What follows belongs to an exercise in optimizing a design on an open flow for small area; a production flow would make more cautious choices. RTL that was checked went through simulation tests only; none was proved equivalent to the original. Function not checked in run 1: the RTL went through the layout flow alone. The clock cells of runs 4 to 7 come from the design's own scripts or RTL, not from TritonCTS. The clock input has no modelled driver; a real chip could not lean on it and would need a root buffer or a full tree. No activity file was given, so power comes from the tool's default toggle rates.

<file path="flow/design.v">
`timescale 1ns / 1ps
module display(
    input   wire        clk,         
    input   wire        rstn,        
    input   wire[31:0]  vga_pos,     
    output   wire       hsync,       
    output   wire       vsync,       
    output   wire[3:0]  red,         
    output   wire[3:0]  green,       
    output   wire[3:0]  blue         
    );
    function [9:0] add10(input [9:0] a, input [9:0] b, input cin);
        integer i;
        reg c;
        begin
            c = cin;
            for (i = 0; i < 10; i = i + 1) begin
                add10[i] = a[i] ^ b[i] ^ c;
                c = (a[i] & b[i]) | (a[i] & c) | (b[i] & c);
            end
        end
    endfunction
    function [9:0] inc10(input [9:0] a, input cin);
        integer i;
        reg c;
        begin
            c = cin;
            for (i = 0; i < 10; i = i + 1) begin
                inc10[i] = a[i] ^ c;
                c = a[i] & c;
            end
        end
    endfunction
    reg [9:0] hx;
    reg [9:0] vy;
    wire h_wrap = hx[9] & hx[8] & hx[5] & ~hx[4] & hx[3] & hx[2] & hx[1] & ~hx[0];   
    wire v_wrap = vy[9] & vy[4] & vy[3] & vy[1] & vy[0];                            
    always @(posedge clk) begin
        if (!rstn) begin
            hx <= 10'd14;
            vy <= 10'd15;
        end
        else begin
            hx <= h_wrap ? 10'd15 : inc10(hx, 1'b1);
            vy <= (h_wrap && v_wrap) ? 10'd15 : inc10(vy, h_wrap);
        end
    end
    assign hsync = hx >= 10'd96 + 10'd15;
    assign vsync = vy >= 10'd2 + 10'd15;
    wire [4:0] s = hx[4:0];
    wire [31:0] pbits = {vga_pos[5], vga_pos[5], vga_pos[5], vga_pos[5], vga_pos[5],
                         vga_pos[5], vga_pos[6], vga_pos[7], vga_pos[8], vga_pos[9],
                         vga_pos[10], vga_pos[11], vga_pos[12], vga_pos[13], vga_pos[14],
                         vga_pos[15], vga_pos[16], vga_pos[17], vga_pos[18], vga_pos[19],
                         vga_pos[20], vga_pos[21], vga_pos[22], vga_pos[23], vga_pos[24],
                         vga_pos[25], vga_pos[26], vga_pos[27], vga_pos[28], vga_pos[29],
                         vga_pos[30], vga_pos[31]};
    wire pbit = pbits[s];
    reg [4:0] r_w;       
    reg [4:0] r_qn;      
    reg [9:0] y_n;       
    wire [4:0] r_in = (s == 5'd0) ? 5'd0 : r_w;
    wire [5:0] t = {r_in, pbit};
    wire q = (t >= 6'd25);
    wire [5:0] t_sub = t - 6'd25;
    integer k;
    always @(posedge clk) begin
        r_w <= q ? t_sub[4:0] : t[4:0];
        if (s == 5'd27)
            r_qn <= ~r_w;
        for (k = 0; k < 10; k = k + 1)
            if (s == 5'd26 - k)
                y_n[k] <= ~q;
    end
    wire [9:0] x_n = {r_qn, ~vga_pos[4:0]};
    wire [9:0] x = ~x_n;
    wire [9:0] y = ~y_n;
    wire [9:0] dh, dv;
    wire [10:0] ch_c, cv_c;
    assign ch_c[0] = 1'b1;
    assign cv_c[0] = 1'b1;
    genvar g;
    generate
        for (g = 0; g < 10; g = g + 1) begin : adders
            display_fa fa_h (.a(hx[g]), .b(x_n[g]), .ci(ch_c[g]), .s(dh[g]), .co(ch_c[g + 1]));
            display_fa fa_v (.a(vy[g]), .b(y_n[g]), .ci(cv_c[g]), .s(dv[g]), .co(cv_c[g + 1]));
        end
    endgenerate
    wire in_h = (dh[9:5] == 5'd0) && (dh[4:0] != 5'd0) && (dh[4:0] <= 5'd29) && (x >= 10'd15);
    wire in_v = (dv[9:5] == 5'd0) && (dv[4:0] != 5'd0) && (dv[4:0] <= 5'd29) &&
                (y >= 10'd15) && (y <= 10'd1008);
    wire [4:0] ch = dh[4:0];
    wire [4:0] cv = dv[4:0];
    wire eye_row = (cv >= 5'd7) && (cv <= 5'd11);
    wire eye_col = ((ch >= 5'd4) && (ch <= 5'd11)) || ((ch >= 5'd19) && (ch <= 5'd26));
    wire mouth_row = (cv >= 5'd21) && (cv <= 5'd25);
    wire mouth_col = (ch >= 5'd11) && (ch <= 5'd19);
    wire inbox = in_h && in_v;
    wire mouth = inbox && mouth_row && mouth_col;
    wire face = inbox && !(eye_row && eye_col) && !mouth;
    assign red = {mouth, face, 2'b00};
    assign green = {2'b00, face, mouth};
    assign blue = {3'b000, face | mouth};
endmodule
module display_fa(
    input   wire    a,
    input   wire    b,
    input   wire    ci,
    output  wire    s,
    output  wire    co
    );
    assign s = a ^ b ^ ci;
    assign co = (a & b) | (a & ci) | (b & ci);
endmodule
</file>
<file path="flow/flow/run.sh">
#!/bin/bash
# The standard ORFS layout with changes that only pick smaller cells:
#  - synthesis: the standard flow's synthesis script (ORFS's synth.tcl, then flatten and
#    rename), with three changes: ABC maps the combinational logic with an
#    area-oriented script (flow/abc.script) instead of the speed script;
#    Yosys's separate full-adder extraction is off, so ABC sees all of that
#    logic; and the design's one-bit full-adder module display_fa is kept
#    whole through synthesis and then laid out as the library's fa_1 cell
#    (flow/fa_cell.v) before the design is flattened.  Registers are mapped
#    exactly as in the standard synthesis.
#  - port buffers are buf_1 instead of the resizer's default choice;
#  - the clock tree uses clkbuf_4 buffers and no dummy loads;
#  - one tie cell drives all constant outputs.
set -euo pipefail
HERE=$(pwd)
rm -rf "$HERE/scripts_mod"
cp -r "$FLOW_HOME/scripts" "$HERE/scripts_mod"
cp "$HERE/flow/abc.script" "$HERE/scripts_mod/abc_speed.script"
# synth_recipe.tcl with the full-adder cell swapped in before flattening
awk -v fa="$HERE/flow/fa_cell.v" '{print} /^source .*synth\.tcl/ {print "read_verilog -overwrite " fa}' \
  "$HERE/synth_recipe.tcl" > "$HERE/synth_fa.tcl"
grep -q "read_verilog -overwrite" "$HERE/synth_fa.tcl"
bash standard.sh "SCRIPTS_DIR=$HERE/scripts_mod" "ADDER_MAP_FILE=" \
  "SYNTH_KEEP_MODULES=display_fa" "SYNTH_SCRIPT=$HERE/synth_fa.tcl" synth > synth.log 2>&1
bash standard.sh \
  "SKIP_REPAIR_TIE_FANOUT=1" "BUFFER_PORTS_ARGS=-buffer_cell sky130_fd_sc_hd__buf_1" \
  "CTS_ARGS=-sink_clustering_enable -repair_clock_nets -dont_use_dummy_load -buf_list sky130_fd_sc_hd__clkbuf_4 -root_buf sky130_fd_sc_hd__clkbuf_4" \
  finish > layout.log 2>&1
</file>
<file path="flow/flow/abc.script">
strash
&get -n
&deepsyn -J 100 -T 100 -S 3
&dch -f
&nf -R 1000
&put
</file>
<file path="flow/flow/fa_cell.v">
// The full-adder bit of the design, as the library's full-adder cell.
module display_fa(input a, input b, input ci, output s, output co);
    sky130_fd_sc_hd__fa_1 u (.A(a), .B(b), .CIN(ci), .SUM(s), .COUT(co));
endmodule
</file>
<file path="flow/standard.sh">
#!/bin/bash
# synth_recipe.tcl (not shown) runs the flow's synth.tcl, then flattens the netlist and writes it again
# the make line also repeats each setting of config.mk as NAME=value (left out here)
make -C /OpenROAD-flow-scripts/flow DESIGN_CONFIG=/design/flow/config.mk WORK_HOME=/design/flow/orfs CLKGATE_MAP_FILE= SYNTH_SCRIPT=/design/flow/synth_recipe.tcl "${@:-finish}"
</file>
<file path="flow/config.mk">
export PLATFORM = sky130hd
export DESIGN_NAME = display
export DESIGN_NICKNAME = display
export VERILOG_FILES = /design/flow/design.v
export SDC_FILE = /design/flow/constraint.sdc
export NUM_CORES = 4
export LEC_CHECK = 0
export CAP_MARGIN = 0
export CORE_MARGIN = 2
export CORE_UTILIZATION = 70
export SLEW_MARGIN = 0
</file>
<file path="flow/constraint.sdc">
create_clock -name core_clock -period 40.0 [get_ports {clk}]
set_input_delay 8.0000 -clock core_clock [delete_from_list [all_inputs] [get_ports {clk}]]
set_output_delay 8.0000 -clock core_clock [all_outputs]
set_load 0.01 [all_outputs]
</file>
==> results.cfg, run 1 <==
[run_status]
status = no timing/DRC/antenna violations

[global_route]
grt_overflow = 0
grt_pass1_vias = 1898
grt_max_degree = 14
antenna_found_initial = 0
grt_usage = 0.266
grt_pass1_wl_um = 8270

[setup_path]
timing.rr.start = hx[3]
critical_path_required_ps = 32000
slowest_stage = or4_1
path_cells = buf_1 -> clkinv_1 -> fa_1 -> fa_1 -> fa_1 -> fa_1 -> fa_1 -> fa_1 -> fa_1 -> fa_1 -> fa_1 -> or4_1 -> nor4_1 -> nand3_1 -> a21oi_1 -> and2_0 -> buf_1
start_kind = primary input
arrival_ps = 13120
critical_path_buf_inv_count = 3
critical_path.startpoint = vga_pos[0]
slowest_delay_ps = 490
critPathCaptureType = primary output
crit_path_frequent_cell = fa_1
criticalPathCategory = in2out
cp_top_family = adder cells
cp_max_fo = 2

[synth]
synth_area_mm2 = 0.00242
netlist_instances = 252
synth_nets = 306
avgSynthCellArea_um2 = 9.60
yosys_warnings = 1

[cts]
cts_setup_buffers = 0
htree_num_levels = 2
worstSkewPairLatency_ps = 330
cts-root-buf = clkbuf_4
clk_pin_slew_ps = 110
clk_path_buf_depth = 2
cts_tree = yes
cts.sinks = 40
cts_buffers = 5
ctsHoldBuffers = 0
cts_resized = 0

[detailed_routing]
avgRoutedWirePerCell_um = 13.9
vias = 1940
viasPerCell = 5.83
ant_nets = 0
first_iter_violations = 166
first_pass_iters = 7
drc_errors = 0
wl_um = 4620

[sta]
setup_viol_count_final = 0
fin_skew_ps = 20.6
final.period_utilization = 0.528
drv_slew = 0
tns_ps = 0
finalHoldViolCount = 0
max_freq_mhz = 47.4
rsz0062_at_grt = no
fin_crit_ps = 21120
fin_hold_ws_ps = 476
worst_pin_slew_ps = 516
max_slew_margin = 0.655

[die]
die-area_mm2 = 0.00394
row_count = 21
start_util = 0.725
ios = 48
core-area_mm2 = 0.00334
die_x_um = 62.8
dieHeight_um = 62.8

[power]
total_power_w = 0.0000923
cellLeakagePower_nw = 0.876
p_per_area_mw_per_mm2 = 35.7
vdd_drop_max_uv = 33.5

[placement]
place_area_mm2 = 0.00255
hpwl_um = 3730
gp_congestion = 0.815
port_buffers = 40

[layout]
fillers = 262
nNetsFinal = 343
drive_gt1_frac = 0.0209
design_area_mm2 = 0.00259
synthToLayoutAreaGrowth_pct = 7.04
antenna_cells = 0

[worst_hold_path]
hp-start = r_w[3]
min_path_type = reg2reg

[flow_run]
cap_violations = 0
## final timing paths
kind,endpoint,slack [ps],cells past startpoint
hold reg to reg,r_w[4],480,2
setup / recovery,green[1],18880,17
setup reg to reg,r_w[2],37060,12
hold / removal,r_w[4],480,2
## flip-flops by register name (all words and copies together) (netlist names)
signal,count
hx,10
r_qn,5
r_w,5
vy,10
y_n,10
## layout by cell type (no fill, tap or decap), types with 5 or more instances in the layout
cell type,instances
nor3_1,15
xnor2_1,6
edfxtp_1,15
buf_1,40
o21ai_0,14
and3_1,5
dfxtp_1,25
nand3_1,8
nor2_1,26
clkbuf_4,5
a21oi_1,16
fa_1,20
nand2_1,16
nand4_1,9
clkinv_1,12
nand2b_1,6
o22ai_1,7
## metal layers
metal	GRT usage	routed length, um	vias up
met4	0.0722	36	0
met5	0	0	-
met3	0.0523	250	4
li1	-	-	974
met2	0.437	2240	70
met1	0.365	2100	892
## worst min-delay path, stage by stage, from the launching register on
cell and delay, ps:
dfxtp_1 330, clkinv_1 50, a21oi_1 50
## power breakdown
group	internal, W	switching (W)
sequential	0.0000487	0.00000417
combinational	0.00000975	0.0000130
clock	0.00000588	0.0000108
## cell type report
cell class	instances	area, um^2	share of cell area
flip-flops and latches	40	951	0.367
inverters	12	45.0	0.0174
clock buffers	5	37.5	0.0145
multi-input cells	189	1340	0.518
repair buffers	41	158	0.0609
well taps	46	57.6	0.0222
## metrics by stage
step | worst slack (ps) | cells | util
4_1_cts | 18910 | 333 | 0.776
6_report | 18880 | 333 | 0.776
2_1_floorplan | 19150 | 252 | -
3_5_place_dp | 18920 | 328 | 0.765
5_1_grt | 18610 | 333 | 0.776
3_3_place_gp | 19060 | 328 | 0.765
==> run 2: changes to the inputs <==
==> flow/design.v (replaced) <==
`timescale 1ns / 1ps
module display(
    input   wire        clk,         
    input   wire        rstn,        
    input   wire[31:0]  vga_pos,     
    output   wire       hsync,       
    output   wire       vsync,       
    output   wire[3:0]  red,         
    output   wire[3:0]  green,       
    output   wire[3:0]  blue         
    );
    function [9:0] inc10(input [9:0] a, input cin);
        integer i;
        reg c;
        begin
            c = cin;
            for (i = 0; i < 10; i = i + 1) begin
                inc10[i] = a[i] ^ c;
                c = a[i] & c;
            end
        end
    endfunction
    reg [9:0] hx_n;
    reg [9:0] vy_n;
    wire [9:0] hx = ~hx_n;
    wire [9:0] vy = ~vy_n;
    wire h_wrap = hx[9] & hx[8] & hx[5] & ~hx[4] & hx[3] & hx[2] & hx[1] & ~hx[0];   
    wire v_wrap = vy[9] & vy[4] & vy[3] & vy[1] & vy[0];                            
    always @(posedge clk) begin
        if (!rstn) begin
            hx_n <= ~10'd14;
            vy_n <= ~10'd15;
        end
        else begin
            hx_n <= ~(h_wrap ? 10'd15 : inc10(hx, 1'b1));
            vy_n <= ~((h_wrap && v_wrap) ? 10'd15 : inc10(vy, h_wrap));
        end
    end
    assign hsync = hx >= 10'd96 + 10'd15;
    assign vsync = vy >= 10'd2 + 10'd15;
    wire [4:0] s = hx[4:0];
    wire [31:0] pbits = {vga_pos[5], vga_pos[5], vga_pos[5], vga_pos[5], vga_pos[5],
                         vga_pos[5], vga_pos[6], vga_pos[7], vga_pos[8], vga_pos[9],
                         vga_pos[10], vga_pos[11], vga_pos[12], vga_pos[13], vga_pos[14],
                         vga_pos[15], vga_pos[16], vga_pos[17], vga_pos[18], vga_pos[19],
                         vga_pos[20], vga_pos[21], vga_pos[22], vga_pos[23], vga_pos[24],
                         vga_pos[25], vga_pos[26], vga_pos[27], vga_pos[28], vga_pos[29],
                         vga_pos[30], vga_pos[31]};
    wire pbit = pbits[s];
    reg [4:0] r_w;       
    reg [4:0] r_q;       
    reg [9:0] y;         
    wire [4:0] r_in = (s == 5'd0) ? 5'd0 : r_w;
    wire [5:0] t = {r_in, pbit};
    wire q = (t >= 6'd25);
    wire [5:0] t_sub = t - 6'd25;
    integer k;
    always @(posedge clk) begin
        r_w <= q ? t_sub[4:0] : t[4:0];
        if (s == 5'd27)
            r_q <= r_w;
        for (k = 0; k < 10; k = k + 1)
            if (s == 5'd26 - k)
                y[k] <= q;
    end
    wire [9:0] x = {r_q, vga_pos[4:0]};
    wire [9:0] sh, sv;
    wire [10:0] ch, cv;
    assign ch[0] = 1'b0;
    assign cv[0] = 1'b0;
    genvar g;
    generate
        for (g = 0; g < 10; g = g + 1) begin : adders
            display_fa fa_h (.a(hx_n[g]), .b(x[g]), .ci(ch[g]), .s(sh[g]), .co(ch[g + 1]));
            display_fa fa_v (.a(vy_n[g]), .b(y[g]), .ci(cv[g]), .s(sv[g]), .co(cv[g + 1]));
        end
    endgenerate
    wire [9:0] dh = ~sh;
    wire [9:0] dv = ~sv;
    wire [4:0] col = dh[4:0];
    wire [4:0] row = dv[4:0];
    wire in_h = (dh[9:5] == 5'd0) && (col != 5'd0) && (col <= 5'd29) && (x >= 10'd15);
    wire in_v = (dv[9:5] == 5'd0) && (row != 5'd0) && (row <= 5'd29) &&
                (y >= 10'd15) && (y <= 10'd1008);
    wire eye_row = (row >= 5'd7) && (row <= 5'd11);
    wire eye_col = ((col >= 5'd4) && (col <= 5'd11)) || ((col >= 5'd19) && (col <= 5'd26));
    wire mouth_row = (row >= 5'd21) && (row <= 5'd25);
    wire mouth_col = (col >= 5'd11) && (col <= 5'd19);
    wire inbox = in_h && in_v;
    wire mouth = inbox && mouth_row && mouth_col;
    wire face = inbox && !(eye_row && eye_col) && !mouth;
    assign red = {mouth, face, 2'b00};
    assign green = {2'b00, face, mouth};
    assign blue = {3'b000, face | mouth};
endmodule
module display_fa(
    input   wire    a,
    input   wire    b,
    input   wire    ci,
    output  wire    s,
    output  wire    co
    );
    assign s = a ^ b ^ ci;
    assign co = (a & b) | (a & ci) | (b & ci);
endmodule
==> results.cfg, run 2 <==
[cts]
cts_setup_buffers = 0
cts_resized = 0
htree_num_levels = 2
cts.sinks = 40
worstSkewPairLatency_ps = 340
clk_pin_slew_ps = 100
cts_buffers = 5
ctsHoldBuffers = 0
cts-root-buf = clkbuf_4
clk_path_buf_depth = 2
cts_tree = yes

[layout]
layout_commonest_cell = buf_1
fillers = 238
multiInputGateArea_mm2 = 0.00136
synthToLayoutAreaGrowth_pct = 7.10
nNetsFinal = 333
seqCellArea_um2 = 951
final_cell_mix = buf_1, nor2_1, dfxtp_1, fa_1, nand2_1
antenna_cells = 0
design_area_mm2 = 0.00257
top_regs = hx_n x10, vy_n x10, y x10
drive_gt1_frac = 0.0217

[detailed_routing]
avgRoutedWirePerCell_um = 14.7
ant_nets = 0
first_pass_iters = 5
wl_um = 4740
vias = 1973
wl_met3_um = 311
drc_errors = 0
highest_layer = met4
viasPerCell = 6.11
first_iter_violations = 191
wl_met2_um = 2300
drt-met1-wl_um = 2080

[power]
comb_power_share = 0.235
netSwitchingFraction = 0.305
vdd_drop_max_uv = 26.5
pwr-share-clk = 0.193
switchingPower_w = 0.0000280
p_per_area_mw_per_mm2 = 35.7
cellLeakagePower_nw = 0.826
p_int_w = 0.0000637
p_seq_frac = 0.571

[global_route]
grt_max_degree = 15
antenna_found_initial = 0
grt_pass1_wl_um = 8410
grt_pass1_vias = 1827
grt_usage = 0.276
grt_overflow = 0

[sta]
max_slew_margin = 0.551
rsz0062_at_grt = no
setup_slack_ps = 18710
max_freq_mhz = 47.0
worst_pin_slew_ps = 665
drv_slew = 0
tns_ps = 0
finalHoldViolCount = 0
setup_viol_count_final = 0
fin_skew_ps = 20.8
fin_crit_ps = 21290
final.period_utilization = 0.532

[setup_path]
criticalPathCategory = in2out
arrival_ps = 13290
cp_max_fo = 2
critPathCaptureType = primary output
start_kind = primary input
critical_path_required_ps = 32000

[synth]
netlist_instances = 242
synth_area_mm2 = 0.00240
synth_nets = 296
avgSynthCellArea_um2 = 9.91
yosys_warnings = 1

[die]
dieHeight_um = 62.5
die-area_mm2 = 0.00391
die_x_um = 62.5
start_util = 0.724
row_count = 21
core-area_mm2 = 0.00331
ios = 48

[placement]
dpl_worst_slack_ps = 18740
hpwl_um = 3690
place_area_mm2 = 0.00253
gp_congestion = 0.871
port_buffers = 40

[run_status]
status = no timing/DRC/antenna violations

[worst_hold_path]
min_path_type = reg2reg

[flow_run]
cap_violations = 0
## run 2: per-stage QoR
| step | instances | utilization | total power, W | hold WS (ps) |
|---|---|---|---|---|
| after floorplan | 242 | - | 0.0000688 | 409 |
| after global placement | 318 | 0.764 | 0.0000738 | 415 |
| after detailed placement | 318 | 0.764 | 0.0000744 | 419 |
| after CTS | 323 | 0.776 | 0.0000916 | 444 |
| after global routing | 323 | 0.776 | 0.0000964 | 477 |
| final | 323 | 0.776 | 0.0000917 | 443 |
## run 2: area by class of cell
cell class / instances / area share
repair buffers: 41 / 0.0614
clock buffers: 5 / 0.0146
flip-flops and latches: 40 / 0.370
inverters: 1 / 0.00146
well taps: 46 / 0.0224
multi-input cells: 190 / 0.530
## run 2: power by group through the flow
stage,Sequential (W),Combinational [W],Clock (W)
finish,0.0000524,0.0000216,0.0000178
global route,0.0000531,0.0000244,0.0000189
CTS,0.0000523,0.0000213,0.0000179
detailed placement,0.0000533,0.0000212,0
global placement,0.0000531,0.0000207,0
floorplan,0.0000521,0.0000167,0
## run 2: final timing paths
check	from	to	slack, ps	depth (start not counted)
max	vga_pos[0]	green[1]	18710	18
max reg2reg	hx_n[0]	vy_n[9]	36850	7
min reg2reg	r_w[4]	r_q[4]	440	0
min	r_w[4]	r_q[4]	440	0
## run 2: critical path, cell delays in order
cell,delay (ps)
buf_1,100
fa_1,400
fa_1,400
fa_1,410
fa_1,400
fa_1,390
fa_1,390
fa_1,410
fa_1,400
fa_1,390
fa_1,490
nand4_1,100
nor2_1,100
o21ai_0,100
a311oi_1,320
o21a_1,180
nor2b_1,160
buf_1,160
## run 2: metal layers
metal	vias to the layer above	track usage
li1	951	-
met1	923	0.375
met2	91	0.464
met3	8	0.0468
met4	0	0.0722
met5	-	0
==> run 3: changes to the inputs <==
==> flow/flow/run.sh (replaced) <==
#!/bin/bash
# The standard ORFS layout with changes that only pick smaller cells:
#  - synthesis: the standard flow's synthesis script (ORFS's synth.tcl, then flatten and
#    rename), with three changes: ABC maps the combinational logic with an
#    area-oriented script (flow/abc.script.in) instead of the speed script;
#    Yosys's separate full-adder extraction is off, so ABC sees all of that
#    logic; and the design's one-bit full-adder module display_fa is kept
#    whole through synthesis and then laid out as the library's fa_1 cell
#    (flow/fa_cell.v) before the design is flattened.  Registers are mapped
#    exactly as in the standard synthesis.  The ABC script's random seed is
#    chosen by synthesizing with seeds 1..8 first and keeping the smallest.
#  - port buffers are buf_1 instead of the resizer's default choice;
#  - the clock tree uses clkbuf_4 buffers and no dummy loads;
#  - one tie cell drives all constant outputs.
# Each tool's output goes to a log file here: trial_<seed>.log, synth.log,
# layout.log (ORFS's own per-step logs are under orfs/logs/).
set -euo pipefail
HERE=$(pwd)

# synth_recipe.tcl with the full-adder cell swapped in before flattening
awk -v fa="$HERE/flow/fa_cell.v" '{print} /^source .*synth\.tcl/ {print "read_verilog -overwrite " fa}' \
  "$HERE/synth_recipe.tcl" > "$HERE/synth_fa.tcl"
grep -q "read_verilog -overwrite" "$HERE/synth_fa.tcl"

scripts_for() {  # scripts_for SEED: an ORFS scripts folder whose ABC script uses SEED
  local d="$HERE/scripts_$1"
  rm -rf "$d"
  cp -r "$FLOW_HOME/scripts" "$d"
  sed "s/@SEED@/$1/" "$HERE/flow/abc.script.in" > "$d/abc_speed.script"
}

SYNTH_VARS=("ADDER_MAP_FILE=" "SYNTH_KEEP_MODULES=display_fa" "SYNTH_SCRIPT=$HERE/synth_fa.tcl")

# trial syntheses, four at a time
trial() {
  local seed=$1
  scripts_for "$seed"
  make -C "$FLOW_HOME" DESIGN_CONFIG="$HERE/config.mk" WORK_HOME="$HERE/trial_$seed" \
    CLKGATE_MAP_FILE= "SCRIPTS_DIR=$HERE/scripts_$seed" "${SYNTH_VARS[@]}" synth \
    > "$HERE/trial_$seed.log" 2>&1 || true
}
for seed in 1 2 3 4; do trial $seed & done; wait
for seed in 5 6 7 8; do trial $seed & done; wait
best=3
best_area=1e30
for seed in 1 2 3 4 5 6 7 8; do
  f=$(ls "$HERE"/trial_$seed/reports/*/*/*/synth_stat.txt 2>/dev/null | head -1 || true)
  [[ -n "$f" ]] || continue
  a=$(sed -n "s/.*Chip area for module '\\\\display': \([0-9.]*\).*/\1/p" "$f" | head -1)
  [[ -n "$a" ]] || continue
  echo "seed $seed area $a" >> "$HERE/trials.txt"
  if awk -v a="$a" -v b="$best_area" 'BEGIN{exit !(a < b)}'; then best=$seed; best_area=$a; fi
done
echo "chosen seed $best" >> "$HERE/trials.txt"
for seed in 1 2 3 4 5 6 7 8; do [[ $seed == "$best" ]] || rm -rf "$HERE/trial_$seed" "$HERE/scripts_$seed"; done

bash standard.sh "SCRIPTS_DIR=$HERE/scripts_$best" "${SYNTH_VARS[@]}" synth > synth.log 2>&1
bash standard.sh \
  "SKIP_REPAIR_TIE_FANOUT=1" "BUFFER_PORTS_ARGS=-buffer_cell sky130_fd_sc_hd__buf_1" \
  "CTS_ARGS=-sink_clustering_enable -repair_clock_nets -dont_use_dummy_load -buf_list sky130_fd_sc_hd__clkbuf_4 -root_buf sky130_fd_sc_hd__clkbuf_4" \
  finish > layout.log 2>&1
==> flow/flow/abc.script.in (new file) <==
strash
&get -n
&deepsyn -J 100 -T 100 -S @SEED@
&dch -f
&nf -R 1000
&put
removed: flow/flow/abc.script
==> results.cfg, run 3 <==
[sta]
tns_ps = 0
max_slew_margin = 0.490
setup_slack_ps = 18810
setup_viol_count_final = 0
final.period_utilization = 0.530
fin_crit_ps = 21190
max_freq_mhz = 47.2
drv_slew = 0
rsz0062_at_grt = no
fin_skew_ps = 16.6
worst_pin_slew_ps = 755
finalHoldViolCount = 0

[run_status]
status = no timing/DRC/antenna violations

[die]
row_count = 21
core-area_mm2 = 0.00328
start_util = 0.720
ios = 48
die-area_mm2 = 0.00386
dieHeight_um = 62.1
die_x_um = 62.1

[global_route]
grt_pass1_wl_um = 8110
antenna_found_initial = 0
grt_usage = 0.267
grt_max_degree = 16
grt_overflow = 0
grt_pass1_vias = 1779

[detailed_routing]
avgRoutedWirePerCell_um = 14.1
vias = 1868
drc_errors = 0
wl_um = 4510
ant_nets = 0
viasPerCell = 5.86
first_pass_iters = 4
first_iter_violations = 87

[setup_path]
crit_path_frequent_cell = fa_1
cp_top_family = adder cells
cp_max_fo = 2
start_kind = primary input
slowest_stage = fa_1
critical_path_required_ps = 32000
slowest_delay_ps = 500
critPathCaptureType = primary output
ff2ff_setup_slack_ps = 36890
path_cells = buf_1 -> fa_1 -> fa_1 -> fa_1 -> fa_1 -> fa_1 -> fa_1 -> fa_1 -> fa_1 -> fa_1 -> fa_1 -> nand4_1 -> nor2_1 -> o21ai_0 -> nor4_1 -> nor2b_1 -> buf_1
arrival_ps = 13190
criticalPathCategory = in2out
critical_path_buf_inv_count = 2

[power]
cellLeakagePower_nw = 0.816
total_power_w = 0.0000912
p_per_area_mw_per_mm2 = 36.0
vdd_drop_max_uv = 38.1

[cts]
ctsHoldBuffers = 0
cts_resized = 0
cts.sinks = 40
worstSkewPairLatency_ps = 350
cts_buffers = 5
cts_setup_buffers = 0
clk_pin_slew_ps = 100
htree_num_levels = 2
cts-root-buf = clkbuf_4
clk_path_buf_depth = 2
cts_tree = yes

[placement]
place_area_mm2 = 0.00250
gp_congestion = 0.831
hpwl_um = 3600
dpl_worst_slack_ps = 18810
port_buffers = 40

[flow_run]
cap_violations = 0

[layout]
final_cell_mix = buf_1, nor2_1, dfxtp_1, fa_1, o21ai_0
fillers = 242
drive_gt1_frac = 0.0220
design_area_mm2 = 0.00253
antenna_cells = 0
layout_commonest_cell = buf_1
nNetsFinal = 329
top_regs = hx_n x10, vy_n x10, y x10
synthToLayoutAreaGrowth_pct = 7.20

[synth]
netlist_instances = 238
synth_area_mm2 = 0.00236
avgSynthCellArea_um2 = 9.93
synth_nets = 292
yosys_warnings = 1

[worst_hold_path]
min_path_type = reg2reg
## run 3: per-stage QoR
stage,hold WS (ps),std cells,util
after CTS,444,319,0.771
after global placement,421,314,0.760
after floorplan,409,238,-
after detailed placement,422,314,0.760
after global routing,478,319,0.771
final,450,319,0.771
## run 3: path summary, 6_finish.rpt
path	start	end	depth (start not counted)
worst max register to register	hx_n[0]	r_w[2]	12
worst min register to register	r_w[4]	r_q[4]	0
worst max-delay path	vga_pos[0]	red[2]	17
worst min-delay path	r_w[4]	r_q[4]	0
## run 3: worst reg2reg max path, delay by kind of cell, from the launching register on
| kind | cells | cell delay, ps |
|---|---|---|
| AO/OA/AOI/OAI | 5 | 1070 |
| AND/OR/NAND/NOR | 6 | 1410 |
| flip-flops | 1 | 430 |
| XOR/XNOR | 1 | 120 |
## run 3: routing by layer
layer  track usage  vias to the layer above  share of wire
met1         0.348                      859           0.43
met5             0                        -              0
met4        0.0806                        0          0.016
li1              -                      944              -
met2         0.458                       56           0.50
met3        0.0507                        9          0.050
## run 3: cell type report
type,count,area (um^2),share of cell area
Tap cell,46,57.6,0.0227
Inverter,4,15.0,0.00593
Timing Repair Buffer,41,158,0.0622
Multi-Input combinational cell,183,1320,0.519
Clock buffer,5,37.5,0.0148
Sequential cell,40,951,0.375
## run 3: report_power, final
group / total (W) / internal, W / switching [W]
registers: 0.0000524 / 0.0000486 / 0.00000380
clock network: 0.0000177 / 0.00000588 / 0.0000118
logic: 0.0000211 / 0.00000883 / 0.0000123
==> run 4: changes to the inputs <==
--- a/flow/flow/run.sh
+++ b/flow/flow/run.sh
@@ -11,5 +11,7 @@
 #    chosen by synthesizing with seeds 1..8 first and keeping the smallest.
 #  - port buffers are buf_1 instead of the resizer's default choice;
-#  - the clock tree uses clkbuf_4 buffers and no dummy loads;
+#  - the clock tree is two clkbuf_8 buffers fed by the clock port, each driving
+#    the registers of one half of the layout (flow/split_clock.tcl), in place
+#    of ORFS's clock tree synthesis;
 #  - one tie cell drives all constant outputs.
 # Each tool's output goes to a log file here: trial_<seed>.log, synth.log,
@@ -56,6 +58,16 @@
 
 bash standard.sh "SCRIPTS_DIR=$HERE/scripts_$best" "${SYNTH_VARS[@]}" synth > synth.log 2>&1
-bash standard.sh \
+# the clock tree step with the two-buffer clock tree
+cts="$HERE/scripts_$best/cts.tcl"
+python3 - "$cts" "$HERE/flow/split_clock.tcl" <<'PY'
+import sys
+path, split = sys.argv[1], sys.argv[2]
+s = open(path).read()
+old = "log_cmd clock_tree_synthesis {*}$cts_args"
+assert s.count(old) == 1
+s = s.replace(old, "source %s\nsplit_clock sky130_fd_sc_hd__clkbuf_8 2\nset_propagated_clock [all_clocks]" % split)
+open(path, "w").write(s)
+PY
+bash standard.sh "SCRIPTS_DIR=$HERE/scripts_$best" \
   "SKIP_REPAIR_TIE_FANOUT=1" "BUFFER_PORTS_ARGS=-buffer_cell sky130_fd_sc_hd__buf_1" \
-  "CTS_ARGS=-sink_clustering_enable -repair_clock_nets -dont_use_dummy_load -buf_list sky130_fd_sc_hd__clkbuf_4 -root_buf sky130_fd_sc_hd__clkbuf_4" \
   finish > layout.log 2>&1
==> flow/flow/split_clock.tcl (new file) <==
# Drive the clock's sinks through NG buffers of type CELL placed next to them:
# the sinks are sorted by x and split into NG groups of equal size, and each
# group gets one buffer at the centre of its sinks, fed by the clock port.
proc split_clock { cell ng } {
  set block [ord::get_db_block]
  set net [$block findNet clk]
  set sinks {}
  foreach it [$net getITerms] {
    set inst [$it getInst]
    set box [$inst getBBox]
    set x [expr ([$box xMin] + [$box xMax]) / 2]
    set y [expr ([$box yMin] + [$box yMax]) / 2]
    lappend sinks [list $x $y "[$inst getName]/[[$it getMTerm] getName]"]
  }
  set sinks [lsort -integer -index 0 $sinks]
  set n [llength $sinks]
  set dbu [$block getDbUnitsPerMicron]
  for {set g 0} {$g < $ng} {incr g} {
    set lo [expr $g * $n / $ng]
    set hi [expr ($g + 1) * $n / $ng - 1]
    set grp [lrange $sinks $lo $hi]
    set sx 0; set sy 0; set pins {}
    foreach s $grp {
      set sx [expr $sx + [lindex $s 0]]; set sy [expr $sy + [lindex $s 1]]
      lappend pins [get_pins [lindex $s 2]]
    }
    set cx [expr double($sx) / [llength $grp] / $dbu]
    set cy [expr double($sy) / [llength $grp] / $dbu]
    insert_buffer -buffer_cell $cell -net clk -load_pins $pins -location [list $cx $cy] \
      -buffer_name clkbuf_$g -net_name clknet_$g
  }
}
==> results.cfg, run 4 <==
[synth]
synth_area_mm2 = 0.00236
synth_nets = 292
netlist_instances = 238
avgSynthCellArea_um2 = 9.93
yosys_warnings = 1

[detailed_routing]
viasPerCell = 5.85
avgRoutedWirePerCell_um = 14.3
wl_um = 4500
vias = 1848
first_iter_violations = 116
first_pass_iters = 4
ant_nets = 0
drc_errors = 0

[setup_path]
arrival_ps = 13210
critical_path_required_ps = 32000
cp_top_family = adder cells
slowest_delay_ps = 500
critical_path_buf_inv_count = 2
r2r-end = vy_n[9]
start_kind = primary input
slowest_stage = fa_1
criticalPathCategory = in2out
timing.rr.start = hx_n[0]
r2r_cells = 8
critPathCaptureType = primary output
ff2ff_setup_slack_ps = 36890
path_cells = buf_1 -> fa_1 -> fa_1 -> fa_1 -> fa_1 -> fa_1 -> fa_1 -> fa_1 -> fa_1 -> fa_1 -> fa_1 -> nand4_1 -> nor2_1 -> o21ai_0 -> nor4_1 -> nor2b_1 -> buf_1
cp_max_fo = 2
crit_path_frequent_cell = fa_1

[global_route]
grt_pass1_wl_um = 8130
antenna_found_initial = 0
grt.met3_usage = 0.0109
grt_overflow = 0
grt_busiest_layer = met2
grt_max_degree = 21
grtUsageMet2 = 0.477
grt_usage = 0.253
grtUsageMet1 = 0.343
grt_pass1_vias = 1794

[run_status]
status = no timing/DRC/antenna violations

[layout]
nNetsFinal = 326
antenna_cells = 0
seqCellArea_um2 = 951
post-route-util = 0.768
fillers = 241
final_cell_mix = buf_1, nor2_1, dfxtp_1, fa_1, o21ai_0
layout_commonest_cell = buf_1
final_cells = 316
drive_gt1_frac = 0.0111
top_regs = hx_n x10, vy_n x10, y x10
synthToLayoutAreaGrowth_pct = 6.78
multiInputGateArea_mm2 = 0.00132

[die]
row_count = 21
dieHeight_um = 62.1
ios = 48
start_util = 0.720
die_x_um = 62.1
core-area_mm2 = 0.00328
die-area_mm2 = 0.00386

[flow_run]
cap_violations = 0

[worst_hold_path]
hold_end = r_q[4]
min_path_type = reg2reg
hold_depth = 0
hp-start = r_w[4]

[sta]
worst_pin_slew_ps = 752
fin_skew_ps = 5.04
final.period_utilization = 0.530
max_freq_mhz = 47.1
tns_ps = 0
finalHoldViolCount = 0
max_slew_margin = 0.492
rsz0062_at_grt = no
fin_crit_ps = 21210
fin_hold_ws_ps = 454
setup_viol_count_final = 0
drv_slew = 0

[cts]
worstSkewPairLatency_ps = 170
cts_resized = 0
ctsHoldBuffers = 0
clk_pin_slew_ps = 110
cts_setup_buffers = 0

[placement]
dp_cells = 314
port_buffers = 40
hpwl_um = 3600
gp_congestion = 0.831

[power]
vdd_drop_max_uv = 33.2
cellLeakagePower_nw = 0.807
p_per_area_mw_per_mm2 = 34.9
total_power_w = 0.0000880
-- run 4: cell count changes in the layout (fill, tap and decap cells not counted) --
cell / delta
clkbuf_4: -5
clkbuf_8: +2
-- run 4: final cells by class, clock buffers not listed --
cell class                      count  area share
Sequential cell                    40       0.377
Tap cell                           46      0.0228
Multi-Input combinational cell    183       0.521
Inverter                            4     0.00595
Timing Repair Buffer               41      0.0625
-- run 4: where the power goes --
part | switching, W | internal, W | total (W)
combinational | 0.0000121 | 0.00000883 | 0.0000209
sequential | 0.00000381 | 0.0000486 | 0.0000524
clock | 0.00000995 | 0.00000470 | 0.0000146
-- run 4: per-layer routing --
layer,share of wire,up-vias
met5,0,-
met1,0.43,864
met3,0.045,6
li1,-,930
met2,0.52,48
met4,0.0076,0
-- run 4: worst max-delay path by stage --
stage	end	cells past startpoint	from	slack, ps
final	red[2]	17	vga_pos[0]	18790
after CTS	green[1]	17	vga_pos[0]	18800
after detailed placement	green[1]	17	vga_pos[0]	18810
after global placement	green[1]	17	vga_pos[0]	18960
after floorplan	green[1]	16	vga_pos[0]	18990
after global routing	green[1]	17	vga_pos[0]	18510
-- run 4: per-stage QoR --
step	area, um^2	setup slack (ps)
6_report	2520	18790
5_1_grt	2520	18510
3_5_place_dp	2500	18810
3_3_place_gp	2500	18960
2_1_floorplan	2360	18990
4_1_cts	2520	18800
-- run 4: worst reg2reg max path, cell delays in order (launching register included) --
cell and delay, ps:
dfxtp_1 540, nand2b_1 320, nor3_1 220, nand3_1 170, or3_1 430, or3_1 380
or3_1 330, or4_1 430, a21o_1 190
==> run 5: changes to the inputs <==
--- a/flow/design.v
+++ b/flow/design.v
@@ -25,18 +25,18 @@
     wire [9:0] hx = ~hx_n;
     wire [9:0] vy = ~vy_n;
-    wire h_wrap = hx[9] & hx[8] & hx[5] & ~hx[4] & hx[3] & hx[2] & hx[1] & ~hx[0];   
-    wire v_wrap = vy[9] & vy[4] & vy[3] & vy[1] & vy[0];                            
+    wire h_wrap = hx[9] & hx[8] & hx[5] & hx[3] & hx[2] & hx[0];   
+    wire v_wrap = vy[9] & vy[4] & vy[3] & vy[2];   
     always @(posedge clk) begin
         if (!rstn) begin
-            hx_n <= ~10'd14;
-            vy_n <= ~10'd15;
+            hx_n <= ~10'd13;
+            vy_n <= ~10'd16;
         end
         else begin
-            hx_n <= ~(h_wrap ? 10'd15 : inc10(hx, 1'b1));
-            vy_n <= ~((h_wrap && v_wrap) ? 10'd15 : inc10(vy, h_wrap));
+            hx_n <= ~(h_wrap ? 10'd14 : inc10(hx, 1'b1));
+            vy_n <= ~((h_wrap && v_wrap) ? 10'd16 : inc10(vy, h_wrap));
         end
     end
-    assign hsync = hx >= 10'd96 + 10'd15;
-    assign vsync = vy >= 10'd2 + 10'd15;
+    assign hsync = hx >= 10'd96 + 10'd14;
+    assign vsync = vy >= 10'd2 + 10'd16;
     wire [4:0] s = hx[4:0];
     wire [31:0] pbits = {vga_pos[5], vga_pos[5], vga_pos[5], vga_pos[5], vga_pos[5],
@@ -80,11 +80,11 @@
     wire [4:0] col = dh[4:0];
     wire [4:0] row = dv[4:0];
-    wire in_h = (dh[9:5] == 5'd0) && (col != 5'd0) && (col <= 5'd29) && (x >= 10'd15);
-    wire in_v = (dv[9:5] == 5'd0) && (row != 5'd0) && (row <= 5'd29) &&
+    wire in_h = (dh[9:5] == 5'd0) && (col <= 5'd28) && (x >= 10'd15);
+    wire in_v = (dv[9:5] == 5'd0) && (row >= 5'd2) && (row <= 5'd30) &&
                 (y >= 10'd15) && (y <= 10'd1008);
-    wire eye_row = (row >= 5'd7) && (row <= 5'd11);
-    wire eye_col = ((col >= 5'd4) && (col <= 5'd11)) || ((col >= 5'd19) && (col <= 5'd26));
-    wire mouth_row = (row >= 5'd21) && (row <= 5'd25);
-    wire mouth_col = (col >= 5'd11) && (col <= 5'd19);
+    wire eye_row = (row >= 5'd8) && (row <= 5'd12);
+    wire eye_col = ((col >= 5'd3) && (col <= 5'd10)) || ((col >= 5'd18) && (col <= 5'd25));
+    wire mouth_row = (row >= 5'd22) && (row <= 5'd26);
+    wire mouth_col = (col >= 5'd10) && (col <= 5'd18);
     wire inbox = in_h && in_v;
     wire mouth = inbox && mouth_row && mouth_col;
--- a/flow/flow/run.sh
+++ b/flow/flow/run.sh
@@ -11,10 +11,8 @@
 #    chosen by synthesizing with seeds 1..8 first and keeping the smallest.
 #  - port buffers are buf_1 instead of the resizer's default choice;
-#  - the clock tree is two clkbuf_8 buffers fed by the clock port, each driving
-#    the registers of one half of the layout (flow/split_clock.tcl), in place
-#    of ORFS's clock tree synthesis;
 #  - one tie cell drives all constant outputs.
 # Each tool's output goes to a log file here: trial_<seed>.log, synth.log,
-# layout.log (ORFS's own per-step logs are under orfs/logs/).
+# place.log, clock_trials.log, layout.log (ORFS's own per-step logs are under
+# orfs/logs/).
 set -euo pipefail
 HERE=$(pwd)
@@ -58,13 +56,31 @@
 
 bash standard.sh "SCRIPTS_DIR=$HERE/scripts_$best" "${SYNTH_VARS[@]}" synth > synth.log 2>&1
-# the clock tree step with the two-buffer clock tree
+bash standard.sh "SCRIPTS_DIR=$HERE/scripts_$best" \
+  "SKIP_REPAIR_TIE_FANOUT=1" "BUFFER_PORTS_ARGS=-buffer_cell sky130_fd_sc_hd__buf_1" \
+  place > place.log 2>&1
+RES="$HERE/orfs/results/sky130hd/display/base"
+choice=""
+for cfg in "sky130_fd_sc_hd__clkbuf_8 2 1" "sky130_fd_sc_hd__clkbuf_8 1 2" \
+           "sky130_fd_sc_hd__clkbuf_4 2 2" "sky130_fd_sc_hd__clkbuf_8 3 1" \
+           "sky130_fd_sc_hd__clkbuf_8 2 2"; do
+  set -- $cfg
+  slew=$(LIB="$FLOW_HOME/platforms/sky130hd/lib/sky130_fd_sc_hd__tt_025C_1v80.lib" \
+    PLATFORM_DIR="$FLOW_HOME/platforms/sky130hd" PLACED_ODB="$RES/3_place.odb" \
+    PLACED_SDC="$RES/3_place.sdc" SPLIT_TCL="$HERE/flow/split_clock.tcl" CB=$1 NX=$2 NY=$3 \
+    openroad -no_init -exit "$HERE/flow/clock_trial.tcl" 2>&1 | tee -a "$HERE/clock_trials.log" \
+    | sed -n 's/^TRIAL_SLEW //p' | tail -1)
+  echo "$cfg: $slew" >> "$HERE/clock_trials.txt"
+  if [[ -n "$slew" ]] && awk -v s="$slew" 'BEGIN{exit !(s <= 0.110)}'; then choice="$cfg"; break; fi
+done
+[[ -n "$choice" ]] || choice="sky130_fd_sc_hd__clkbuf_8 2 2"
+echo "chosen: $choice" >> "$HERE/clock_trials.txt"
 cts="$HERE/scripts_$best/cts.tcl"
-python3 - "$cts" "$HERE/flow/split_clock.tcl" <<'PY'
+python3 - "$cts" "$HERE/flow/split_clock.tcl" "$choice" <<'PY'
 import sys
-path, split = sys.argv[1], sys.argv[2]
+path, split, choice = sys.argv[1], sys.argv[2], sys.argv[3]
 s = open(path).read()
 old = "log_cmd clock_tree_synthesis {*}$cts_args"
 assert s.count(old) == 1
-s = s.replace(old, "source %s\nsplit_clock sky130_fd_sc_hd__clkbuf_8 2\nset_propagated_clock [all_clocks]" % split)
+s = s.replace(old, "source %s\nsplit_clock %s\nset_propagated_clock [all_clocks]" % (split, choice))
 open(path, "w").write(s)
 PY
==> flow/flow/clock_trial.tcl (new file) <==
# Trial of one clock buffering on the placed design: prints the worst
# flip-flop clock-pin slew (ns) with the clock driven as split_clock does.
read_liberty $::env(LIB)
read_db $::env(PLACED_ODB)
read_sdc $::env(PLACED_SDC)
source $::env(PLATFORM_DIR)/setRC.tcl
source $::env(SPLIT_TCL)
split_clock $::env(CB) $::env(NX) $::env(NY)
detailed_placement
set_propagated_clock [all_clocks]
estimate_parasitics -placement
set worst 0
foreach pin [get_pins -hierarchical */CLK] {
  set worst [expr max($worst, [get_property $pin slew_max_rise], [get_property $pin slew_max_fall])]
}
puts "TRIAL_SLEW $worst"
==> flow/flow/split_clock.tcl (replaced) <==
# Drive the clock's sinks through buffers of type CELL placed next to them,
# fed straight from the clock port.  The sinks are split into groups of
# about equal size by position: NX columns by x, and each column into NY
# rows by y.  Each group gets one buffer at the centre of its sinks.
proc split_clock { cell nx ny } {
  set block [ord::get_db_block]
  set net [$block findNet clk]
  set sinks {}
  foreach it [$net getITerms] {
    set inst [$it getInst]
    set box [$inst getBBox]
    set x [expr ([$box xMin] + [$box xMax]) / 2]
    set y [expr ([$box yMin] + [$box yMax]) / 2]
    lappend sinks [list $x $y "[$inst getName]/[[$it getMTerm] getName]"]
  }
  set sinks [lsort -integer -index 0 $sinks]
  set n [llength $sinks]
  set dbu [$block getDbUnitsPerMicron]
  set g 0
  for {set i 0} {$i < $nx} {incr i} {
    set col [lrange $sinks [expr $i * $n / $nx] [expr ($i + 1) * $n / $nx - 1]]
    set col [lsort -integer -index 1 $col]
    set m [llength $col]
    for {set j 0} {$j < $ny} {incr j} {
      set grp [lrange $col [expr $j * $m / $ny] [expr ($j + 1) * $m / $ny - 1]]
      set sx 0; set sy 0; set pins {}
      foreach s $grp {
        set sx [expr $sx + [lindex $s 0]]; set sy [expr $sy + [lindex $s 1]]
        lappend pins [get_pins [lindex $s 2]]
      }
      set cx [expr double($sx) / [llength $grp] / $dbu]
      set cy [expr double($sy) / [llength $grp] / $dbu]
      insert_buffer -buffer_cell $cell -net clk -load_pins $pins -location [list $cx $cy] \
        -buffer_name clkbuf_$g -net_name clknet_$g
      incr g
    }
  }
}
==> results.cfg, run 5 <==
[die]
ios = 48
dieHeight_um = 61.8
start_util = 0.713
core-area_mm2 = 0.00328
die-area_mm2 = 0.00382
die_x_um = 61.8
row_count = 21

[global_route]
antenna_found_initial = 0
grt_overflow = 0
grt_usage = 0.267
grt_max_degree = 15
grt_pass1_vias = 1768
grt_pass1_wl_um = 7600

[setup_path]
r2r_cells = 12
critPathCaptureType = primary output
critical_path.startpoint = vga_pos[0]
ff2ff_setup_slack_ps = 36310
critical_path_required_ps = 32000
crit_path_frequent_cell = fa_1
r2r-end = r_w[2]
criticalPathCategory = in2out
cp_max_fo = 2
timing.rr.start = hx_n[0]
slowest_stage = fa_1
cp-endpoint = green[1]
path_cells = buf_1 -> fa_1 -> fa_1 -> fa_1 -> fa_1 -> fa_1 -> fa_1 -> fa_1 -> fa_1 -> fa_1 -> fa_1 -> and4_1 -> nand4_1 -> nor4_1 -> clkinv_1 -> a31oi_1 -> and2_0 -> buf_1
slowest_delay_ps = 490
start_kind = primary input
arrival_ps = 13380

[placement]
dpl_worst_slack_ps = 18620
gp_congestion = 0.765
hpwl_um = 3660
port_buffers = 40

[detailed_routing]
wl_um = 4660
avgRoutedWirePerCell_um = 14.8
first_iter_violations = 113
vias = 1837
first_pass_iters = 4
wl_met3_um = 219
ant_nets = 0
drt-met1-wl_um = 2010
viasPerCell = 5.81
highest_layer = met4
wl_met2_um = 2370
drc_errors = 0

[cts]
cts_resized = 0
clk_pin_slew_ps = 90
ctsHoldBuffers = 0
cts_setup_buffers = 0
worstSkewPairLatency_ps = 150

[layout]
synthToLayoutAreaGrowth_pct = 7.10
fillers = 248
final_cell_mix = buf_1, nor2_1, dfxtp_1, nand2_1
antenna_cells = 0
nNetsFinal = 326
multiInputGateArea_mm2 = 0.00129
seqCellArea_um2 = 951
layout_commonest_cell = buf_1
drive_gt1_frac = 0.0111
top_regs = hx_n x10, vy_n x10, y x10

[run_status]
status = no timing/DRC/antenna violations

[sta]
tns_ps = 0
final.period_utilization = 0.534
drv_slew = 0
worst_pin_slew_ps = 1150
setup_viol_count_final = 0
rsz0062_at_grt = no
fin_crit_ps = 21380
max_freq_mhz = 46.8
setup_slack_ps = 18620
finalHoldViolCount = 0
max_slew_margin = 0.225
fin_hold_ws_ps = 475
fin_skew_ps = 8.09

[synth]
netlist_instances = 238
synth_area_mm2 = 0.00234
synth_nets = 292
avgSynthCellArea_um2 = 9.84
yosys_warnings = 1

[flow_run]
cap_violations = 0

[power]
vdd_drop_max_uv = 34.5
cellLeakagePower_nw = 0.812
p_per_area_mw_per_mm2 = 36.3

[worst_hold_path]
min_path_type = reg2reg
[run 5: power breakdown]
group | total, W | internal [W] | switching [W]
Sequential | 0.0000531 | 0.0000487 | 0.00000445
Clock | 0.0000176 | 0.00000692 | 0.0000106
Combinational | 0.0000203 | 0.00000844 | 0.0000119
Total | 0.0000910 | 0.0000640 | 0.0000270
[run 5: through the flow]
stage	area [um^2]	std cells	util	total power, W
after global placement	2470	313	0.751	0.0000736
after CTS	2510	316	0.764	0.0000908
after detailed placement	2470	313	0.751	0.0000742
after floorplan	2340	238	-	0.0000686
after global routing	2510	316	0.764	0.0000958
final	2510	316	0.764	0.0000910
[run 5: layout make-up, clock buffers not listed]
class / count / area share
inverters: 4 / 0.00599
repair buffers: 40 / 0.0599
flip-flops and latches: 40 / 0.379
multi-input cells: 183 / 0.516
well taps: 46 / 0.0229
[run 5: routing by layer]
layer,global-route usage,up-vias
met1,0.329,848
met5,0,-
li1,-,920
met2,0.522,62
met4,0.0365,0
met3,0.0166,7
[run 5: critical path, delay by kind of cell]
family / cells / cell delay (ps)
compound gates: 1 / 180
fa+ha+maj: 10 / 4060
buf+inv: 3 / 400
simple gates: 4 / 750
[run 5: how the worst min path moves through the flow]
stage / slack [ps] / to / startpoint / cells after the start
global route: 500 / r_q[3] / r_w[3] / 0
CTS: 470 / r_q[3] / r_w[3] / 0
floorplan: 430 / r_q[3] / r_w[3] / 0
global placement: 450 / r_q[1] / r_w[1] / 0
finish: 480 / r_q[1] / r_w[1] / 0
detailed placement: 450 / r_q[3] / r_w[3] / 0
==> run 6: changes to the inputs <==
--- a/flow/flow/run.sh
+++ b/flow/flow/run.sh
@@ -69,7 +69,7 @@
     PLACED_SDC="$RES/3_place.sdc" SPLIT_TCL="$HERE/flow/split_clock.tcl" CB=$1 NX=$2 NY=$3 \
     openroad -no_init -exit "$HERE/flow/clock_trial.tcl" 2>&1 | tee -a "$HERE/clock_trials.log" \
-    | sed -n 's/^TRIAL_SLEW //p' | tail -1)
+    | sed -n 's/^TRIAL_SLEW //p' | tail -1 || true)
   echo "$cfg: $slew" >> "$HERE/clock_trials.txt"
-  if [[ -n "$slew" ]] && awk -v s="$slew" 'BEGIN{exit !(s <= 0.110)}'; then choice="$cfg"; break; fi
+  if [[ -n "$slew" ]] && awk -v s="$slew" 'BEGIN{exit !(s <= 0.115)}'; then choice="$cfg"; break; fi
 done
 [[ -n "$choice" ]] || choice="sky130_fd_sc_hd__clkbuf_8 2 2"
==> results.cfg, run 6 <==
[placement]
port_buffers = 40
dp_cells = 313
hpwl_um = 3660
gp_congestion = 0.765

[worst_hold_path]
hold_end = r_q[3]
hold_depth = 0
min_path_type = reg2reg
hp-start = r_w[3]

[sta]
final.period_utilization = 0.535
max_freq_mhz = 46.7
fin_crit_ps = 21390
finalHoldViolCount = 0
fin_skew_ps = 15.6
worst_pin_slew_ps = 1200
rsz0062_at_grt = no
max_slew_margin = 0.193
tns_ps = 0
drv_slew = 0
setup_viol_count_final = 0

[setup_path]
critical_path_required_ps = 32000
cp_top_family = adder cells
path_cells = buf_1 -> fa_1 -> fa_1 -> fa_1 -> fa_1 -> fa_1 -> fa_1 -> fa_1 -> fa_1 -> fa_1 -> fa_1 -> and4_1 -> nand4_1 -> nor4_1 -> clkinv_1 -> a31oi_1 -> and2_0 -> buf_1
ff2ff_setup_slack_ps = 36250
cp_max_fo = 2
r2r_cells = 12
slowest_stage = fa_1
crit_path_frequent_cell = fa_1
slowest_delay_ps = 490
timing.rr.start = hx_n[0]
criticalPathCategory = in2out
r2r-end = r_w[2]
arrival_ps = 13390
critical_path_buf_inv_count = 3
critPathCaptureType = primary output
start_kind = primary input

[die]
row_count = 21
die-area_mm2 = 0.00382
core-area_mm2 = 0.00328
die_x_um = 61.8
start_util = 0.713
ios = 48
dieHeight_um = 61.8

[cts]
cts_resized = 0
ctsHoldBuffers = 0
cts_setup_buffers = 0
worstSkewPairLatency_ps = 170
clk_pin_slew_ps = 100

[layout]
final_cell_mix = buf_1, nor2_1, dfxtp_1, nand2_1
top_regs = hx_n x10, vy_n x10, y x10
final_cells = 317
post-route-util = 0.760
multiInputGateArea_mm2 = 0.00129
synthToLayoutAreaGrowth_pct = 6.62
drive_gt1_frac = 0.0148
layout_commonest_cell = buf_1
seqCellArea_um2 = 951
fillers = 255
nNetsFinal = 327
antenna_cells = 0

[global_route]
grt_usage = 0.264
grt_max_degree = 14
grt_pass1_vias = 1761
grt_overflow = 0
grt_pass1_wl_um = 7590
antenna_found_initial = 0

[synth]
synth_area_mm2 = 0.00234
synth_nets = 292
avgSynthCellArea_um2 = 9.84
netlist_instances = 238
yosys_warnings = 1

[detailed_routing]
vias = 1871
first_pass_iters = 4
first_iter_violations = 144
drc_errors = 0
avgRoutedWirePerCell_um = 14.7
ant_nets = 0
viasPerCell = 5.90
wl_um = 4650

[power]
vdd_drop_max_uv = 33.7
cellLeakagePower_nw = 0.809
p_per_area_mw_per_mm2 = 35.6

[run_status]
status = no timing/DRC/antenna violations

[flow_run]
cap_violations = 0
[run 6: cell count changes in the layout (fill, tap and decap cells not counted)]
cell	delta
clkbuf_4	+4
clkbuf_8	-3
[run 6: power by group]
part,switching (W),internal [W]
Combinational,0.0000120,0.00000844
Sequential,0.00000443,0.0000487
Clock,0.0000105,0.00000481
[run 6: final cells by class, clock buffers not listed]
| class | instances | share of cell area |
|---|---|---|
| Inverter | 4 | 0.00601 |
| Timing Repair Buffer | 40 | 0.0601 |
| Sequential cell | 40 | 0.381 |
| Tap cell | 46 | 0.0230 |
| Multi-Input combinational cell | 183 | 0.518 |
[run 6: worst max path at each step]
| stage | startpoint | slack, ps | cells past startpoint | to |
|---|---|---|---|---|
| 2_1_floorplan | vga_pos[0] | 18860 | 17 | green[1] |
| 3_3_place_gp | vga_pos[0] | 18760 | 18 | red[2] |
| 3_5_place_dp | vga_pos[0] | 18620 | 18 | green[1] |
| 4_1_cts | vga_pos[0] | 18610 | 18 | green[1] |
| 5_1_grt | vga_pos[0] | 18200 | 18 | green[1] |
| 6_report | vga_pos[0] | 18610 | 18 | green[1] |
[run 6: worst reg2reg max path, cell delays in order, from the launching register on]
cell	delay, ps
dfxtp_1	560
or2_0	630
o22ai_1	180
nor3_1	160
o21ai_0	110
o211ai_1	90
o21ai_0	190
nand2_1	180
nand3_1	110
a21boi_0	940
nand2_1	220
nor2_1	170
xnor2_1	130
[run 6: stage by stage]
| stage | worst slack (ps) | area (um^2) | total power, W | hold slack, ps |
|---|---|---|---|---|
| after floorplan | 18860 | 2340 | 0.0000686 | 430 |
| after global placement | 18760 | 2470 | 0.0000736 | 453 |
| after detailed placement | 18620 | 2470 | 0.0000742 | 452 |
| after CTS | 18610 | 2500 | 0.0000885 | 475 |
| after global routing | 18200 | 2500 | 0.0000937 | 507 |
| final | 18610 | 2500 | 0.0000889 | 480 |
[run 6: routing by layer]
| layer | vias to the layer above | track usage | wire [um] |
|---|---|---|---|
| met5 | - | 0 | 0 |
| met1 | 873 | 0.348 | 2020 |
| li1 | 921 | - | - |
| met4 | 0 | 0.0456 | 63 |
| met2 | 71 | 0.489 | 2330 |
| met3 | 6 | 0.0166 | 232 |
==> run 7: changes to the inputs <==
--- a/flow/flow/run.sh
+++ b/flow/flow/run.sh
@@ -9,5 +9,5 @@
 #    (flow/fa_cell.v) before the design is flattened.  Registers are mapped
 #    exactly as in the standard synthesis.  The ABC script's random seed is
-#    chosen by synthesizing with seeds 1..8 first and keeping the smallest.
+#    chosen by synthesizing with seeds 1..16 first and keeping the smallest.
 #  - port buffers are buf_1 instead of the resizer's default choice;
 #  - one tie cell drives all constant outputs.
@@ -40,9 +40,11 @@
     > "$HERE/trial_$seed.log" 2>&1 || true
 }
-for seed in 1 2 3 4; do trial $seed & done; wait
-for seed in 5 6 7 8; do trial $seed & done; wait
+SEEDS="1 2 3 4 5 6 7 8 9 10 11 12 13 14 15 16"
+for round in "1 2 3 4" "5 6 7 8" "9 10 11 12" "13 14 15 16"; do
+  for seed in $round; do trial $seed & done; wait
+done
 best=3
 best_area=1e30
-for seed in 1 2 3 4 5 6 7 8; do
+for seed in $SEEDS; do
   f=$(ls "$HERE"/trial_$seed/reports/*/*/*/synth_stat.txt 2>/dev/null | head -1 || true)
   [[ -n "$f" ]] || continue
@@ -53,5 +55,5 @@
 done
 echo "chosen seed $best" >> "$HERE/trials.txt"
-for seed in 1 2 3 4 5 6 7 8; do [[ $seed == "$best" ]] || rm -rf "$HERE/trial_$seed" "$HERE/scripts_$seed"; done
+for seed in $SEEDS; do [[ $seed == "$best" ]] || rm -rf "$HERE/trial_$seed" "$HERE/scripts_$seed"; done
 
 bash standard.sh "SCRIPTS_DIR=$HERE/scripts_$best" "${SYNTH_VARS[@]}" synth > synth.log 2>&1
==> results.cfg, run 7 <==
[run_status]
status = no timing/DRC/antenna violations

[die]
dieHeight_um = 61.8
core-area_mm2 = 0.00310
die-area_mm2 = 0.00381
die_x_um = 61.8
start_util = 0.752
row_count = 20
ios = 48

[sta]
drv_slew = 0
rsz0062_at_grt = no
finalHoldViolCount = 0
max_slew_margin = 0.460
max_freq_mhz = 46.7
worst_pin_slew_ps = 806
final.period_utilization = 0.535
fin_skew_ps = 15.7
setup_viol_count_final = 0
fin_hold_ws_ps = 461
tns_ps = 0
fin_crit_ps = 21410

[detailed_routing]
first_pass_iters = 4
drc_errors = 0
viasPerCell = 6.04
avgRoutedWirePerCell_um = 15.1
vias = 1884
first_iter_violations = 97
wl_um = 4720
ant_nets = 0

[setup_path]
start_kind = primary input
critical_path_buf_inv_count = 2
critical_path_required_ps = 32000
critPathCaptureType = primary output
path_cells = buf_1 -> fa_1 -> fa_1 -> fa_1 -> fa_1 -> fa_1 -> fa_1 -> fa_1 -> fa_1 -> fa_1 -> fa_1 -> and4_1 -> nand4_1 -> a221oi_1 -> o311ai_0 -> a41oi_1 -> and2_0 -> buf_1
ff2ff_setup_slack_ps = 36410
slowest_delay_ps = 500
crit_path_frequent_cell = fa_1
cp_max_fo = 2
criticalPathCategory = in2out
slowest_stage = fa_1
arrival_ps = 13410
cp_top_family = adder cells

[placement]
hpwl_um = 3730
gp_congestion = 0.858
port_buffers = 40

[cts]
ctsHoldBuffers = 0
clk_pin_slew_ps = 90
cts_setup_buffers = 0
cts_resized = 0
worstSkewPairLatency_ps = 170

[global_route]
grt_usage = 0.276
antenna_found_initial = 0
grt_pass1_vias = 1746
grt_overflow = 0
grt_pass1_wl_um = 7800
grt_max_degree = 15

[layout]
multiInputGateArea_mm2 = 0.00129
layout_commonest_cell = buf_1
nNetsFinal = 324
drive_gt1_frac = 0.0149
synthToLayoutAreaGrowth_pct = 6.54
antenna_cells = 0
seqCellArea_um2 = 951
top_regs = hx_n x10, vy_n x10, y x10
fillers = 217
final_cell_mix = buf_1, dfxtp_1, nor2_1, o21ai_0

[power]
p_per_area_mw_per_mm2 = 35.8
cellLeakagePower_nw = 0.826
vdd_drop_max_uv = 36.9
total_power_w = 0.0000891

[synth]
avgSynthCellArea_um2 = 9.94
synth_area_mm2 = 0.00233
yosys_warnings = 1
synth_nets = 289
netlist_instances = 235

[flow_run]
cap_violations = 0

[worst_hold_path]
min_path_type = reg2reg
run 7: layout make-up, clock buffers not listed:
| class | count | share of cell area |
|---|---|---|
| inverters | 3 | 0.00453 |
| multi-input cells | 181 | 0.519 |
| flip-flops and latches | 40 | 0.382 |
| well taps | 44 | 0.0221 |
| repair buffers | 40 | 0.0604 |
run 7: through the flow:
stage                     utilization  worst slack (ps)  instances  instance area [um^2]
after detailed placement        0.792             18570        308                  2460
final                           0.802             18590        312                  2490
after floorplan                     -             18840        235                  2330
after CTS                       0.802             18560        312                  2490
after global routing            0.802             18220        312                  2490
after global placement          0.792             18740        308                  2460
run 7: worst paths after layout:
path | from | endpoint | depth (start not counted)
setup / recovery | vga_pos[0] | red[2] | 18
hold / removal | r_w[3] | r_q[3] | 0
setup reg to reg | hx_n[1] | r_w[2] | 13
hold reg to reg | r_w[3] | r_q[3] | 0
run 7: layer usage:
| metal | global-route usage | wire length (um) |
|---|---|---|
| met1 | 0.404 | 2000 |
| met2 | 0.447 | 2240 |
| met3 | 0.0186 | 331 |
| met4 | 0.0881 | 149 |
| met5 | 0 | 0 |
run 7: worst register-to-register path: cells and delay by family (launching register included):
kind / cells / cell delay (ps)
AND/OR/NAND/NOR: 8 / 2270
XOR/XNOR: 1 / 130
AO/OA/AOI/OAI: 4 / 590
flip-flops: 1 / 520
run 7: power by group:
part / leakage (nW) / internal, W / total [W] / switching (W)
Combinational: 0.468 / 0.00000906 / 0.0000218 / 0.0000128
Clock: 0.0184 / 0.00000480 / 0.0000144 / 0.00000964
Sequential: 0.340 / 0.0000487 / 0.0000528 / 0.00000415

[separate check: timing with driven ports]
No port has a modelled driver above. Below, the same layouts with a new extraction and two added sets of constraints.
Step 1 sets driving cells, clkbuf_16 on the clock port and buf_2 on the other inputs (assumed; they add their load-dependent delay and slew).
Step 2 times the ports against the registers' clock, not the clock port: input delays grow and output delays shrink by t, the midpoint of the rising clock arrivals with the driver on.
Three values: ideal, step 1, step 2; two values: the first two.
| run | t, ns | setup slack, ns | worst setup path at the end |
|---|---|---|---|
| run 1 | 0.344 | 18.882 / 18.858 / 18.858 | input to output |
| run 2 | 0.356 | 18.710 / 18.690 / 18.690 | input to output |
| run 3 | 0.361 | 18.808 / 18.786 / 18.786 | input to output |
| run 4 | 0.205 | 18.790 / 18.767 / 18.767 | input to output |
| run 5 | 0.194 | 18.622 / 18.602 / 18.602 | input to output |
| run 6 | 0.212 | 18.609 / 18.589 / 18.589 | input to output |
| run 7 | 0.200 | 18.586 / 18.565 / 18.565 | input to output |
After both steps setup and hold are still met in every run listed. The setup slack of run 1, which loses most, moves by -0.024 ns with the drivers and by -0.024 ns with both steps.
